Context: an optimization exercise on an open-source flow, tuned for small area and a short achievable clock period. The choices shown serve that exercise and are no tape-out recipe.
Function was checked by simulation only, so behaviour that the tests miss may differ from the original.

$ cat run.sh
#!/bin/bash
# synth_recipe.tcl (not shown) runs the flow's synth.tcl, then flattens the netlist and writes it again
# the make line also repeats each setting of config.mk as NAME=value (left out here)
make -C /OpenROAD-flow-scripts/flow DESIGN_CONFIG=/design/flow/config.mk WORK_HOME=/design/flow/orfs CLKGATE_MAP_FILE= SYNTH_SCRIPT=/design/flow/synth_recipe.tcl finish
$ cat config.mk
export PLATFORM = sky130hd
export DESIGN_NAME = pipelined_merger
export DESIGN_NICKNAME = pipelined_merger
export VERILOG_FILES = /design/flow/design.v
export SDC_FILE = /design/flow/constraint.sdc
export NUM_CORES = 4
export LEC_CHECK = 0
export CAP_MARGIN = 20
export CORE_MARGIN = 2
export CORE_UTILIZATION = 40
export PLACE_DENSITY = 0.6
export SLEW_MARGIN = 20
$ cat constraint.sdc
create_clock -name core_clock -period 4.0 [get_ports {clk}]
set_input_delay 0.8000 -clock core_clock [delete_from_list [all_inputs] [get_ports {clk}]]
set_output_delay 0.8000 -clock core_clock [all_outputs]
set_load 0.01 [all_outputs]
$ cat design.v
module pipelined_merger #(
    parameter N_OBJ_SECTOR_ETA = 3,
    parameter N_OBJ            = 6,
    parameter PHI_SHIFT_SECTOR = 120
) (
    input                              clk,
    input                              rst,
    input                              valid_in,
    input  [62*N_OBJ_SECTOR_ETA-1:0]   list1_in,
    input  [62*N_OBJ_SECTOR_ETA-1:0]   list2_in,
    input  [62*N_OBJ_SECTOR_ETA-1:0]   list3_in,
    output [62*N_OBJ-1:0]              list_out,
    output                             valid_out
);
    localparam K  = N_OBJ_SECTOR_ETA;
    localparam NS = 2*K;      
    localparam NW = 3*K;      
    localparam W  = 62;
    function [W-1:0] shift_phi;
        input [W-1:0] p;
        input [9:0]   dphi;
        begin
            shift_phi = p;
            if ($signed(p[15:0]) > 0)
                shift_phi[35:26] = p[35:26] + dphi;
        end
    endfunction
    reg [NS:0] valid;
    always @(posedge clk or posedge rst) begin
        if (rst)
            valid <= {(NS+1){1'b0}};
        else
            valid <= {valid[NS-1:0], valid_in};
    end
    assign valid_out = valid[NS];
    wire [NW*W-1:0] work [0:NS];
    reg [NW*W-1:0] work0;
    integer i;
    always @(posedge clk) begin
        for (i = 0; i < K; i = i + 1) begin
            work0[(i+0*K)*W +: W] <= shift_phi(list1_in[i*W +: W], -PHI_SHIFT_SECTOR);
            work0[(i+1*K)*W +: W] <= shift_phi(list2_in[i*W +: W], 10'd0);
            work0[(i+2*K)*W +: W] <= shift_phi(list3_in[i*W +: W], PHI_SHIFT_SECTOR);
        end
    end
    assign work[0] = work0;
    genvar step;
    generate
        for (step = 1; step <= NS; step = step + 1) begin : g_step
            localparam N_SORTED = K - 1 + step;   
            wire [NW*W-1:0] prev = work[step-1];
            wire [W-1:0]    pivot = prev[N_SORTED*W +: W];
            reg  [NW*W-1:0] nxt;
            reg  [NW*W-1:0] cur;
            integer j;
            always @(*) begin
                nxt = prev;
                if ($signed(pivot[15:0]) > $signed(prev[15:0]))
                    nxt[0 +: W] = pivot;
                else
                    nxt[0 +: W] = prev[0 +: W];
                for (j = 1; j < N_SORTED; j = j + 1) begin
                    if ($signed(pivot[15:0]) > $signed(prev[(j-1)*W +: 16]))
                        nxt[j*W +: W] = prev[(j-1)*W +: W];
                    else if ($signed(pivot[15:0]) > $signed(prev[j*W +: 16]))
                        nxt[j*W +: W] = pivot;
                    else
                        nxt[j*W +: W] = prev[j*W +: W];
                end
                if ($signed(pivot[15:0]) > $signed(prev[(N_SORTED-1)*W +: 16]))
                    nxt[N_SORTED*W +: W] = prev[(N_SORTED-1)*W +: W];
                else
                    nxt[N_SORTED*W +: W] = pivot;
                if (step < NS)
                    for (j = N_SORTED + 1; j < NW; j = j + 1)
                        nxt[j*W +: W] = prev[j*W +: W];
            end
            always @(posedge clk)
                cur <= nxt;
            assign work[step] = cur;
        end
    endgenerate
    assign list_out = work[NS][N_OBJ*W-1:0];
endmodule
==> impl_metrics.yaml <==
run_status:
  status: "no timing/DRC/antenna violations"
yosys:
  yosysWarnings: 1
  synth_top_area_frac: 0.5653
  synth_top_cell_by_area: "dfxtp_1"
  ys_seq_area_frac: 0.5667
  ys.flop_type: "dfxtp_1"
  ys_async_sr_fraction: 0.001977
  syn_area_per_cell_um2: 10.33
  synth_area_um2: 125100
  synth_cells: 12110
  ys_ff_latch: 3541
  ys_types: 76
  synthesis.nets: 13160
  synth_area_leaders: "dfxtp_1 57%, mux2i_1 8.2%, mux2_2 5.3%, ha_1 4.9%, nand2_1 4.7%"
  synth-edff-count: 0
floorplanning:
  start_util: 0.4016
  coreArea_um2: 311600
  chipHeight_um: 563.3
  num_io_pins: 934
  dieArea_um2: 317300
  core.rowCount: 205
  die_w_um: 563.3
sta:
  fin_worst_skew_ns: 0.04364
  fmax_mhz: 276.9
  period_share: 0.9029
  setup_viol: 0
  tightest_slew_ns: 1.010
  maxSlewHeadroom: 0.3184
  min_period_ns: 3.612
  finalHoldViolations: 0
  fin_tns_setup_ns: 0
  maxSlewViolCount: 0
  rsz0062_at_grt: "no"
clocking:
  postCtsSetupBuffers: 0
  cts_sinks: 3541
  ctsHoldBuffers: 0
  clk_pin_slew_ns: 0.07
  htreeDepth: 5
  cts.repair.resized: 0
  cts_root_buf: "clkbuf_16"
  clock_path_buffers: 4
  cts_tree: "done"
  numCtsBuffers: 362
  clock_latency_ns: 0.92
placement:
  port_buffers: 933
  hpwl_mm: 323.8
  detailed_place.area_um2: 141300
  gp_congestion: 0.9287
worst_hold_path:
  hold_path_class: "in2async"
global_routing:
  grt_overflow_total: 0
  grt_start_max_net_pins: 92
  grt_pass1_wl_mm: 579.5
  grt_use_total: 0.2484
  antenna_found_initial: 140
  grt_pass1_vias: 80590
final_layout:
  nNetsFinal: 14180
  final_cell_mix: "3534 x dfxtp_1, 1557 x nand2_1, 1027 x mux2i_1, 933 x clkdlybuf4s50_1, 855 x nor2_1"
  final_common_cell: "dfxtp_1"
  multiInputGateArea_um2: 49900
  nFillCells: 28070
  final_area_um2: 154200
  synthToLayoutAreaGrowth_pct: 23.20
  seq_area_um2: 70920
  layout-drive-gt1-share: 0.1279
worst_setup_path:
  critPathMaxStageDelay_ns: 0.59
  worstPathRequired_ns: 4.81
  cp_data_arrival_time_ns: 4.42
  path_cells: "inv_1 -> ha_1 -> nand4_1 -> or3_1 -> o31ai_1 -> o22a_4 -> buf_12 -> nand2_1 -> a31oi_1"
  worstSetupPathType: "reg2reg"
  cp_slowest_cell: "o31ai_1"
  path_max_fanout: 86
  start_kind: "register"
  worstSetupEndpointType: "register"
routing:
  wire_per_inst_um: 23.27
  drc: 0
  routed_wl_mm: 409.9
  drt_iter0_drc: 8921
  drtPass1Iterations: 8
  vias: 88800
  ant_nets: 0
  vias_per_cell: 5.042
job:
  cap_violations: 0
power_and_ir_drop:
  p_leak_nw: 67.43
  power_density_nw_per_um2: 924.1
  peakVddDrop_mv: 0.5810
  power_mw: 142.5
[metal layers]
| layer | wire length, µm | vias up | global-route usage |
|---|---|---|---|
| li1 | - | 43910 | - |
| met5 | 1158 | - | 0 |
| met3 | 36530 | 579 | 0.06456 |
| met4 | 9002 | 182 | 0.05472 |
| met1 | 222800 | 40820 | 0.4172 |
| met2 | 140500 | 3306 | 0.2988 |
[area by class of cell]
| class | count | area share |
|---|---|---|
| Sequential cell | 3541 | 0.4600 |
| Multi-Input combinational cell | 7366 | 0.3236 |
| Timing Repair Buffer | 1365 | 0.08714 |
| Clock buffer | 477 | 0.06651 |
| Tap cell | 4140 | 0.03360 |
| Clock inverter | 190 | 0.01640 |
| Inverter | 501 | 0.01220 |
| Antenna cell | 32 | 0.0005194 |
[synthesized netlist by cell type, types with 46 or more instances]
cell type  count
a31oi_1      399
nand2_1     1558
a221oi_1      52
a21o_1        60
nor2_1       864
ha_1         486
a221o_1       63
a2bb2oi_1     94
mux2_2       590
nor3_1        46
a21oi_1      776
o211ai_1      70
nand4_1      106
buf_2        178
dfxtp_1     3534
clkbuf_1     449
inv_1        501
mux2i_1     1027
and3_1       115
o22a_1        49
o21ai_0      557
a22oi_1       63
nand3_1       77
buf_1         67
[worst max-delay path: cells and delay by family, from the launching register on]
kind | cells | cell delay [ns]
compound gates | 3 | 1.28
simple gates | 3 | 0.83
fa+ha+maj | 1 | 0.44
buf+inv | 2 | 0.43
flops | 1 | 0.43
[registers in the layout, indices dropped and copies added, names as in the netlist]
name	cells
valid	7
g_step.cur	2976
work0	558
[per-stage QoR]
stage | hold slack, ns | setup WS [ns] | utilization | std cells
4_1_cts | 0.03395 | 0.1029 | 0.4944 | 17580
5_1_grt | 0.1004 | 0.2387 | 0.4946 | 17590
2_1_floorplan | 0.3096 | 1.192 | - | 12110
3_5_place_dp | 0.3121 | 0.1719 | 0.4534 | 16910
3_3_place_gp | 0.3097 | 0.1143 | 0.4532 | 16910
6_report | 0.1027 | 0.3883 | 0.4947 | 17610
[path summary, 6_finish.rpt]
kind	from	endpoint	slack, ns	depth (start not counted)
setup / recovery	g_step[3].cur[77]$_DFF_P_	g_step[4].cur[102]$_DFF_P_	0.39	9
hold / removal	rst	valid[0]$_DFF_PP0_	0.10	2
setup reg to reg	g_step[3].cur[77]$_DFF_P_	g_step[4].cur[102]$_DFF_P_	0.39	9
hold reg to reg	work0[346]$_DFF_P_	g_step[1].cur[346]$_DFF_P_	0.30	0
max in group asynchronous	rst	valid[5]$_DFF_PP0_	3.69	2
min in group core_clock	work0[346]$_DFF_P_	g_step[1].cur[346]$_DFF_P_	0.30	0
[cell families (layout without fill, tap and decap cells)]
family          Yosys count  count (layout)  synth area share
flops                  3541            3541            0.5667
simple gates           2905            2905           0.09615
compound gates         2322            2322            0.1126
mux                    1617            1617            0.1352
buf+inv                1202            2533           0.03813
fa+ha+maj               486             486           0.04859
xor+xnor                 36              36          0.002520
other cells               0              32                 0
[power breakdown]
| group | switching, mW | internal (mW) | total [mW] |
|---|---|---|---|
| clock | 14.6 | 20.9 | 35.5 |
| sequential | 10.4 | 45.8 | 56.2 |
| combinational | 28.2 | 22.6 | 50.8 |
| total | 53.2 | 89.2 | 142 |

[re-timing with driven ports]
How much do the figures lean on ideal ports? The routed layout below was timed once more, with nothing changed but the port constraints. Step 1: set_driving_cell puts a clkbuf_16 on clk and a buf_2 on each other input, an assumption about the parent block. Step 2 moves the port delays by t, midway between the first and last clock arrival at a register: inputs arrive t later, outputs are due t later. That takes back most of the time a late clock gives input paths. Three values: ideal ports, drivers, drivers and shift; two values: the first two.
shift t [ns]: 0.997
setup WS [ns]: 0.388 / 0.388 / 0.388
worst setup path at the end: register to register
slew at the worst register clock pin (ns): 0.07 / 0.07
pins driven straight from the clock port: 1
After both steps this run still meets setup and hold. For this run, drivers alone change the setup slack by 0.000 ns; drivers and shift together by 0.000 ns.
